From an optimization exercise on the open Yosys and OpenROAD flow, aimed at small area, a short achievable clock period and few clock cycles; shortcuts taken in it are not production practice.
The RTL was checked by simulation tests, not by an equivalence proof against the original design.
Power figures rest on the tool's default switching activity, not on a simulated workload.

==> 06-10 <==
==> flow/design.v <==
module arm(input         clk, reset,
           output        MemWrite,
           output [31:0] Adr, WriteData,
           input  [31:0] ReadData);
  reg  [31:2] pc;         
  reg  [31:0] ir;         
  reg         irv;        
  reg         mem;        
  reg         mst;        
  reg  [31:0] madr;       
  reg  [3:0]  mrd;        
  reg  [3:0]  flags;      
  reg  [3:0]  ra2;        
  wire [3:0] cond = ir[31:28];
  wire       n = flags[3], z = flags[2], c = flags[1], v = flags[0];
  wire       ge = (n == v);
  reg        condpass;
  always @(*)
    case (cond)
      4'b0000: condpass = z;
      4'b0001: condpass = ~z;
      4'b0010: condpass = c;
      4'b0011: condpass = ~c;
      4'b0100: condpass = n;
      4'b0101: condpass = ~n;
      4'b0110: condpass = v;
      4'b0111: condpass = ~v;
      4'b1000: condpass = c & ~z;
      4'b1001: condpass = ~(c & ~z);
      4'b1010: condpass = ge;
      4'b1011: condpass = ~ge;
      4'b1100: condpass = ~z & ge;
      4'b1101: condpass = ~(~z & ge);
      default: condpass = 1'b1;
    endcase
  wire ex    = irv & ~mem & condpass;
  wire isdp  = ~ir[27] & ~ir[26];
  wire ismem = ~ir[27] &  ir[26];
  wire isb   =  ir[27];
  wire [3:0] cmd = ir[24:21];
  wire       setf = ir[20];
  wire       ld   = ir[20];
  wire [3:0] rn = ir[19:16];
  wire [3:0] rd = ir[15:12];
  reg  [31:0] rf [0:14];
  wire [3:0]  ra1 = rn;
  wire [31:0] pc4 = {pc + 30'd1, 2'b00};    
  reg  [14:0] rv;
  wire [15:0] rv16 = {1'b0, rv};
  wire [31:0] rd1 = (ra1 == 4'd15 || isb) ? pc4 : rf[ra1] & {32{rv16[ra1]}};
  wire [31:0] rd2 = (ra2 == 4'd15) ? (mem ? {pc, 2'b00} : pc4) : rf[ra2] & {32{rv16[ra2]}};
  wire        useimm = ir[25] | ir[26];
  wire [31:0] b     = isb ? {{6{ir[23]}}, ir[23:0], 2'b00} :
                      useimm ? {20'b0, ir[11:0]} : rd2;
  wire        sub   = isdp & cmd[1];
  wire        arith = ~isdp | (cmd[2] & ~cmd[3]) | cmd[1];
  wire [31:0] bx    = sub ? ~b : b;
  wire [32:0] sum   = {1'b0, rd1} + {1'b0, bx} + {32'b0, sub};
  wire [31:0] lres = cmd[3] ? (rd1 | b) : cmd[0] ? (rd1 ^ b) : (rd1 & b);
  wire [31:0] res   = arith ? sum[31:0] : lres;
  wire [31:0] zk    = {rd1[30:0] | bx[30:0], sub};
  wire        fz    = arith ? &(~(rd1 ^ bx ^ zk)) : ~|lres;
  wire        fv    = (rd1[31] ^ b[31] ^ ~sub) & (sum[31] ^ rd1[31]);
  wire dpwr   = ex & isdp;
  wire jump   = dpwr & (rd == 4'd15);
  wire br     = ex & isb;
  wire memgo  = ex & ismem;
  wire ldpc   = mem & ~mst & (mrd == 4'd15);
  wire        we  = (mem & ~mst) | dpwr;
  wire [3:0]  wa  = mem ? mrd : rd;
  wire [31:0] wd  = mem ? ReadData : res;
  integer i;
  always @(posedge clk)
    for (i = 0; i < 15; i = i + 1)
      if (we && wa == i) rf[i] <= wd;
  always @(posedge clk, posedge reset)
    if (reset) rv <= 15'b0;
    else
      for (i = 0; i < 15; i = i + 1)
        if (we && wa == i) rv[i] <= 1'b1;
  always @(posedge clk, posedge reset)
    if (reset) flags <= 4'b0;
    else if (dpwr & setf) begin
      flags[3] <= res[31];
      flags[2] <= fz;
      if (arith) begin
        flags[1] <= sum[32];
        flags[0] <= fv;
      end
    end
  always @(posedge clk, posedge reset)
    if (reset) begin
      pc  <= 30'b0;
      irv <= 1'b0;
    end else if (mem) begin
      if (ldpc) begin
        pc  <= ReadData[31:2];
        irv <= 1'b0;
      end
    end else if (jump | br) begin
      pc  <= res[31:2];
      irv <= 1'b0;
    end else begin
      pc  <= pc + 30'd1;
      irv <= 1'b1;
    end
  always @(posedge clk)
    if (~mem) ir <= ReadData;
  always @(posedge clk, posedge reset)
    if (reset) begin
      mem <= 1'b0;
      mst <= 1'b0;
    end else begin
      mem <= memgo;
      mst <= memgo & ~ld;
    end
  always @(posedge clk) begin
    madr <= sum[31:0];
    mrd  <= rd;
    ra2  <= memgo ? rd : mem ? ir[3:0] : ReadData[3:0];
  end
  assign Adr       = mem ? madr : {pc, 2'b00};
  assign MemWrite  = mst;
  assign WriteData = rd2;
endmodule
==> flow/run.sh <==
#!/bin/bash
# synth_recipe.tcl (not shown) runs the flow's synth.tcl, then flattens the netlist and writes it again
# the make line also repeats each setting of config.mk as NAME=value (left out here)
make -C /OpenROAD-flow-scripts/flow DESIGN_CONFIG=/design/flow/config.mk WORK_HOME=/design/flow/orfs CLKGATE_MAP_FILE= SYNTH_SCRIPT=/design/flow/synth_recipe.tcl finish
==> flow/config.mk <==
export PLATFORM = sky130hd
export DESIGN_NAME = arm
export DESIGN_NICKNAME = arm
export VERILOG_FILES = /design/flow/design.v
export SDC_FILE = /design/flow/constraint.sdc
export NUM_CORES = 4
export LEC_CHECK = 0
export ABC_CLOCK_PERIOD_IN_PS = 5000
export CAP_MARGIN = 20
export CORE_MARGIN = 2
export CORE_UTILIZATION = 40
export SETUP_SLACK_MARGIN = 5
export SLEW_MARGIN = 20
==> flow/constraint.sdc <==
create_clock -name core_clock -period 11.0 [get_ports {clk}]
set_input_delay 2.2000 -clock core_clock [delete_from_list [all_inputs] [get_ports {clk}]]
set_output_delay 2.2000 -clock core_clock [all_outputs]
set_load 0.01 [all_outputs]
==> inputs of 05-18, as changes to 06-10 <==
==> flow/design.v, changed modules only <==
module arm(input         clk, reset,
           output        MemWrite,
           output [31:0] Adr, WriteData,
           input  [31:0] ReadData);
  reg  [31:2] pc;         
  reg  [31:0] ir;         
  reg         irv;        
  reg  [31:0] ra, rb;     
  reg         mem;        
  reg         mst;        
  reg  [31:0] adr;        
  reg  [3:0]  mrd;        
  reg  [3:0]  flags;      
  wire [3:0] cond = ir[31:28];
  wire       n = flags[3], z = flags[2], c = flags[1], v = flags[0];
  wire       ge = (n == v);
  reg        condpass;
  always @(*)
    case (cond)
      4'b0000: condpass = z;
      4'b0001: condpass = ~z;
      4'b0010: condpass = c;
      4'b0011: condpass = ~c;
      4'b0100: condpass = n;
      4'b0101: condpass = ~n;
      4'b0110: condpass = v;
      4'b0111: condpass = ~v;
      4'b1000: condpass = c & ~z;
      4'b1001: condpass = ~(c & ~z);
      4'b1010: condpass = ge;
      4'b1011: condpass = ~ge;
      4'b1100: condpass = ~z & ge;
      4'b1101: condpass = ~(~z & ge);
      default: condpass = 1'b1;
    endcase
  reg  isdp, ismem, isb, useimm, sub, arith, sor, sxor, sand;
  wire ex    = irv & ~mem & condpass;
  wire [3:0] cmd = ir[24:21];
  wire       setf = ir[20];
  wire       ld   = ir[20];
  wire [3:0] rd = ir[15:12];
  wire [31:0] b     = isb ? {{6{ir[23]}}, ir[23:0], 2'b00} :
                      useimm ? {20'b0, ir[11:0]} : rb;
  wire [31:0] bx    = sub ? ~b : b;
  wire [32:0] sum   = {1'b0, ra} + {1'b0, bx} + {32'b0, sub};
  wire [31:0] lres  = ({32{sor}} & (ra | b)) | ({32{sxor}} & (ra ^ b)) |
                      ({32{sand}} & (ra & b));
  wire [31:0] res   = ({32{arith}} & sum[31:0]) | lres;
  wire [31:0] zk    = {ra[30:0] | bx[30:0], sub};
  wire        fz    = arith ? &(~(ra ^ bx ^ zk)) : ~|lres;
  wire        fv    = (ra[31] ^ b[31] ^ ~sub) & (sum[31] ^ ra[31]);
  wire dpwr   = ex & isdp;
  wire rdpc   = (rd == 4'd15);
  wire jump   = dpwr & rdpc;
  wire br     = ex & isb;
  wire memgo  = ex & ismem;
  wire ldw    = mem & ~mst;             
  wire ldpc   = ldw & (mrd == 4'd15);
  reg  [31:0] rf [0:14];
  reg  [14:0] rv;
  wire [15:0] rv16 = {1'b0, rv};
  wire        we  = ldw | dpwr;
  wire [3:0]  wa  = mem ? mrd : rd;
  wire [31:0] wd  = mem ? ReadData : res;
  integer i;
  always @(posedge clk)
    for (i = 0; i < 15; i = i + 1)
      if (we && wa == i) rf[i] <= wd;
  always @(posedge clk, posedge reset)
    if (reset) rv <= 15'b0;
    else
      for (i = 0; i < 15; i = i + 1)
        if (we && wa == i) rv[i] <= 1'b1;
  wire [31:0] fi  = mem ? ir : ReadData;
  wire        fb  = fi[27];
  wire [3:0]  ra1 = fi[19:16];
  wire [3:0]  ra2 = memgo ? ir[15:12] : fi[3:0];
  wire [31:3] pcinc = pc[31:3] + 29'd1;
  wire [31:2] pc1   = pc[2] ? {pcinc, 1'b0} : {pc[31:3], 1'b1};
  wire [31:2] pc2   = {pcinc, pc[2]};
  wire [31:2] r15a  = mem ? pc1 : pc2;                 
  wire [31:2] r15b  = (mem | memgo) ? pc1 : pc2;
  wire [31:0] rd1 = (ra1 == 4'd15 || fb) ? {r15a, 2'b00} : rf[ra1] & {32{rv16[ra1]}};
  wire [31:0] rd2 = (ra2 == 4'd15) ? {r15b, 2'b00} : rf[ra2] & {32{rv16[ra2]}};
  wire        wf  = mem ? ldw : (dpwr & ~rdpc);
  wire        f1  = wf & (ra1 == wa) & ~fb;
  wire        f2  = wf & (ra2 == wa);
  wire        fdp = ~fi[27] & ~fi[26];
  always @(posedge clk) begin
    ra <= f1 ? wd : rd1;
    rb <= f2 ? wd : rd2;
    isdp   <= fdp;
    ismem  <= ~fi[27] & fi[26];
    isb    <= fi[27];
    useimm <= fi[25] | fi[26];
    sub    <= fdp & fi[22];
    arith  <= ~fdp | (fi[23] & ~fi[24]) | fi[22];
    sor    <= fdp & ~(fi[23] & ~fi[24]) & ~fi[22] & fi[24];
    sxor   <= fdp & ~(fi[23] & ~fi[24]) & ~fi[22] & ~fi[24] & fi[21];
    sand   <= fdp & ~(fi[23] & ~fi[24]) & ~fi[22] & ~fi[24] & ~fi[21];
  end
  always @(posedge clk, posedge reset)
    if (reset) flags <= 4'b0;
    else if (dpwr & setf) begin
      flags[3] <= res[31];
      flags[2] <= fz;
      if (arith) begin
        flags[1] <= sum[32];
        flags[0] <= fv;
      end
    end
  wire [31:2] pcnext = mem ? (ldpc ? ReadData[31:2] : pc) :
                       (jump | br) ? res[31:2] : pc1;
  always @(posedge clk, posedge reset)
    if (reset) begin
      pc  <= 30'b0;
      adr <= 32'b0;
      irv <= 1'b0;
    end else begin
      pc  <= pcnext;
      adr <= memgo ? sum[31:0] : {pcnext, 2'b00};
      if (mem) begin
        if (ldpc) irv <= 1'b0;
      end else
        irv <= ~(jump | br);
    end
  always @(posedge clk)
    if (~mem) ir <= ReadData;
  always @(posedge clk, posedge reset)
    if (reset) begin
      mem <= 1'b0;
      mst <= 1'b0;
    end else begin
      mem <= memgo;
      mst <= memgo & ~ld;
    end
  always @(posedge clk) begin
    mrd  <= rd;
  end
  assign Adr       = adr;
  assign MemWrite  = mst;
  assign WriteData = rb;
endmodule
==> flow/flow/run.sh (new file) <==
#!/bin/bash
set -euo pipefail
export SETUP_SLACK_MARGIN=${REPAIR_MARGIN:-8}
export TNS_END_PERCENT=0
bash standard.sh > standard_make.log 2>&1
==> flow/standard.sh (new file) <==
#!/bin/bash
# synth_recipe.tcl (not shown) runs the flow's synth.tcl, then flattens the netlist and writes it again
# the make line also repeats each setting of config.mk as NAME=value (left out here)
make -C /OpenROAD-flow-scripts/flow DESIGN_CONFIG=/design/flow/config.mk WORK_HOME=/design/flow/orfs CLKGATE_MAP_FILE= SYNTH_SCRIPT=/design/flow/synth_recipe.tcl "${@:-finish}"
--- a/flow/config.mk
+++ b/flow/config.mk
@@ -6,8 +6,6 @@
 export NUM_CORES = 4
 export LEC_CHECK = 0
-export ABC_CLOCK_PERIOD_IN_PS = 5000
 export CAP_MARGIN = 20
 export CORE_MARGIN = 2
-export CORE_UTILIZATION = 40
-export SETUP_SLACK_MARGIN = 5
+export CORE_UTILIZATION = 60
 export SLEW_MARGIN = 20
removed: flow/run.sh
==> inputs of 01-24, as changes to 06-10 <==
==> flow/design.v, changed modules only <==
module arm(input         clk, reset,
           output        MemWrite,
           output [31:0] Adr, WriteData,
           input  [31:0] ReadData);
  reg  [31:2] pc;         
  reg  [31:0] ir;         
  reg         irv;        
  reg  [31:0] ra, rb;     
  reg         mem;        
  reg         mst;        
  reg  [31:0] adr;        
  reg  [3:0]  mrd;        
  reg  [3:0]  flags;      
  wire [3:0] cond = ir[31:28];
  wire       n = flags[3], z = flags[2], c = flags[1], v = flags[0];
  wire       ge = (n == v);
  reg        condpass;
  always @(*)
    case (cond)
      4'b0000: condpass = z;
      4'b0001: condpass = ~z;
      4'b0010: condpass = c;
      4'b0011: condpass = ~c;
      4'b0100: condpass = n;
      4'b0101: condpass = ~n;
      4'b0110: condpass = v;
      4'b0111: condpass = ~v;
      4'b1000: condpass = c & ~z;
      4'b1001: condpass = ~(c & ~z);
      4'b1010: condpass = ge;
      4'b1011: condpass = ~ge;
      4'b1100: condpass = ~z & ge;
      4'b1101: condpass = ~(~z & ge);
      default: condpass = 1'b1;
    endcase
  reg  isdp, ismem, isb, useimm, sub, arith, sor, sxor, sand;
  wire ex    = irv & ~mem & condpass;
  wire [3:0] cmd = ir[24:21];
  wire       setf = ir[20];
  wire       ld   = ir[20];
  wire [3:0] rd = ir[15:12];
  wire [31:0] b     = isb ? {{6{ir[23]}}, ir[23:0], 2'b00} :
                      useimm ? {20'b0, ir[11:0]} : rb;
  wire [31:0] bx    = sub ? ~b : b;
  wire [32:0] sum   = {1'b0, ra} + {1'b0, bx} + {32'b0, sub};
  wire [31:0] pg    = ra ^ bx;
  wire [31:0] gg    = ra & bx;
  wire [31:0] lres  = ({32{sor}} & (pg | gg)) | ({32{sxor}} & pg) |
                      ({32{sand}} & gg);
  wire [31:0] res   = ({32{arith}} & sum[31:0]) | lres;
  wire [31:0] zk    = {pg[30:0] | gg[30:0], sub};
  wire        fz    = arith ? &(~(pg ^ zk)) : ~|lres;
  wire        fv    = (ra[31] ^ b[31] ^ ~sub) & (sum[31] ^ ra[31]);
  wire dpwr   = ex & isdp;
  wire rdpc   = (rd == 4'd15);
  wire jump   = dpwr & rdpc;
  wire br     = ex & isb;
  wire memgo  = ex & ismem;
  wire ldw    = mem & ~mst;             
  wire ldpc   = ldw & (mrd == 4'd15);
  reg  [31:0] rf [0:14];
  reg  [14:0] rv;
  wire [15:0] rv16 = {1'b0, rv};
  wire        we  = ldw | dpwr;
  wire [3:0]  wa  = mem ? mrd : rd;
  wire [31:0] wd  = mem ? ReadData : res;
  integer i;
  always @(posedge clk)
    for (i = 0; i < 15; i = i + 1)
      if (we && wa == i) rf[i] <= wd;
  always @(posedge clk, posedge reset)
    if (reset) rv <= 15'b0;
    else
      for (i = 0; i < 15; i = i + 1)
        if (we && wa == i) rv[i] <= 1'b1;
  wire [31:0] fi  = mem ? ir : ReadData;
  wire        fb  = fi[27];
  wire [3:0]  ra1 = fi[19:16];
  wire [3:0]  ra2 = memgo ? ir[15:12] : fi[3:0];
  wire [31:3] pcinc = pc[31:3] + 29'd1;
  wire [31:2] pc1   = pc[2] ? {pcinc, 1'b0} : {pc[31:3], 1'b1};
  wire [31:2] pc2   = {pcinc, pc[2]};
  wire [31:2] r15a  = mem ? pc1 : pc2;                 
  wire [31:2] r15b  = (mem | memgo) ? pc1 : pc2;
  wire [31:0] rd1 = (ra1 == 4'd15 || fb) ? {r15a, 2'b00} : rf[ra1] & {32{rv16[ra1]}};
  wire [31:0] rd2 = (ra2 == 4'd15) ? {r15b, 2'b00} : rf[ra2] & {32{rv16[ra2]}};
  wire        wf  = mem ? ldw : (dpwr & ~rdpc);
  wire        f1  = wf & (ra1 == wa) & ~fb;
  wire        f2  = wf & (ra2 == wa);
  wire        fdp = ~fi[27] & ~fi[26];
  always @(posedge clk) begin
    ra <= f1 ? wd : rd1;
    rb <= f2 ? wd : rd2;
    isdp   <= fdp;
    ismem  <= ~fi[27] & fi[26];
    isb    <= fi[27];
    useimm <= fi[25] | fi[26];
    sub    <= fdp & fi[22];
    arith  <= ~fdp | (fi[23] & ~fi[24]) | fi[22];
    sor    <= fdp & ~(fi[23] & ~fi[24]) & ~fi[22] & fi[24];
    sxor   <= fdp & ~(fi[23] & ~fi[24]) & ~fi[22] & ~fi[24] & fi[21];
    sand   <= fdp & ~(fi[23] & ~fi[24]) & ~fi[22] & ~fi[24] & ~fi[21];
  end
  always @(posedge clk, posedge reset)
    if (reset) flags <= 4'b0;
    else if (dpwr & setf) begin
      flags[3] <= res[31];
      flags[2] <= fz;
      if (arith) begin
        flags[1] <= sum[32];
        flags[0] <= fv;
      end
    end
  wire [31:2] pcnext = mem ? (ldpc ? ReadData[31:2] : pc) :
                       (jump | br) ? res[31:2] : pc1;
  always @(posedge clk, posedge reset)
    if (reset) begin
      pc  <= 30'b0;
      adr <= 32'b0;
      irv <= 1'b0;
    end else begin
      pc  <= pcnext;
      adr <= memgo ? sum[31:0] : {pcnext, 2'b00};
      if (mem) begin
        if (ldpc) irv <= 1'b0;
      end else
        irv <= ~(jump | br);
    end
  always @(posedge clk)
    if (~mem) ir <= ReadData;
  always @(posedge clk, posedge reset)
    if (reset) begin
      mem <= 1'b0;
      mst <= 1'b0;
    end else begin
      mem <= memgo;
      mst <= memgo & ~ld;
    end
  always @(posedge clk) begin
    mrd  <= rd;
  end
  assign Adr       = adr;
  assign MemWrite  = mst;
  assign WriteData = rb;
endmodule
==> flow/flow/run.sh (new file) <==
#!/bin/bash
set -euo pipefail
export SETUP_SLACK_MARGIN=${REPAIR_MARGIN:-8}
export TNS_END_PERCENT=0
export BUFFER_PORTS_ARGS="-buffer_cell sky130_fd_sc_hd__buf_1"
bash standard.sh > standard_make.log 2>&1
==> flow/standard.sh (new file) <==
#!/bin/bash
# synth_recipe.tcl (not shown) runs the flow's synth.tcl, then flattens the netlist and writes it again
# the make line also repeats each setting of config.mk as NAME=value (left out here)
make -C /OpenROAD-flow-scripts/flow DESIGN_CONFIG=/design/flow/config.mk WORK_HOME=/design/flow/orfs CLKGATE_MAP_FILE= SYNTH_SCRIPT=/design/flow/synth_recipe.tcl "${@:-finish}"
--- a/flow/config.mk
+++ b/flow/config.mk
@@ -6,8 +6,8 @@
 export NUM_CORES = 4
 export LEC_CHECK = 0
-export ABC_CLOCK_PERIOD_IN_PS = 5000
 export CAP_MARGIN = 20
 export CORE_MARGIN = 2
-export CORE_UTILIZATION = 40
-export SETUP_SLACK_MARGIN = 5
+export CORE_UTILIZATION = 45
+export CTS_CLUSTER_DIAMETER = 100
+export CTS_CLUSTER_SIZE = 20
 export SLEW_MARGIN = 20
removed: flow/run.sh
==> comparison <==
- Of 06-10 and 05-18, 05-18 has the higher first-iteration DRC count (gap about 23%, measured against 05-18).
- Combinational power, lowest first: 05-18, 01-24, 06-10.
- The lowest critical path depth belongs to 01-24, the highest to 06-10.
- In 06-10 the via count is smaller than in 01-24, by about 8%.
- The highest worst setup slack belongs to 05-18, the lowest to 06-10.
- In 06-10 the sequential share of layout area is higher than in 05-18, by 1.8 points.
Testbench counts of 06-10, summed over its fixed seeds: cycles 28,710.
Testbench counts of 05-18, summed over its fixed seeds: cycles 28,710.
Testbench counts of 01-24, summed over its fixed seeds: cycles 28,710.

## afterwards: timing with drivers on the ports
No port has a modelled driver above. Below, the same layouts with a new extraction and two added sets of constraints.
Step 1 sets driving cells, clkbuf_16 on the clock port and buf_2 on the other inputs (assumed; they add their load-dependent delay and slew).
Step 2, shift: input delay + t, output delay - t, t = (earliest + latest rising clock arrival at the registers) / 2. This alone moves slack from input paths to output paths.
a / b / c = ideal / step 1 / step 2; a / b = the first two.
run | t, ns | setup slack, ns | worst hold slack (ns)
06-10 | 0.699 | 4.877 / 4.877 / 4.877 | 0.510 / 0.510 / 0.510
05-18 | 0.705 | 6.878 / 6.830 / 6.211 | 0.479 / 0.479 / 0.479
01-24 | 0.692 | 6.749 / 6.732 / 6.040 | 0.488 / 0.488 / 0.488
After both steps setup and hold are still met in every run listed. For 01-24, which loses most, drivers alone change the setup slack by -0.017 ns; drivers and shift together by -0.709 ns.
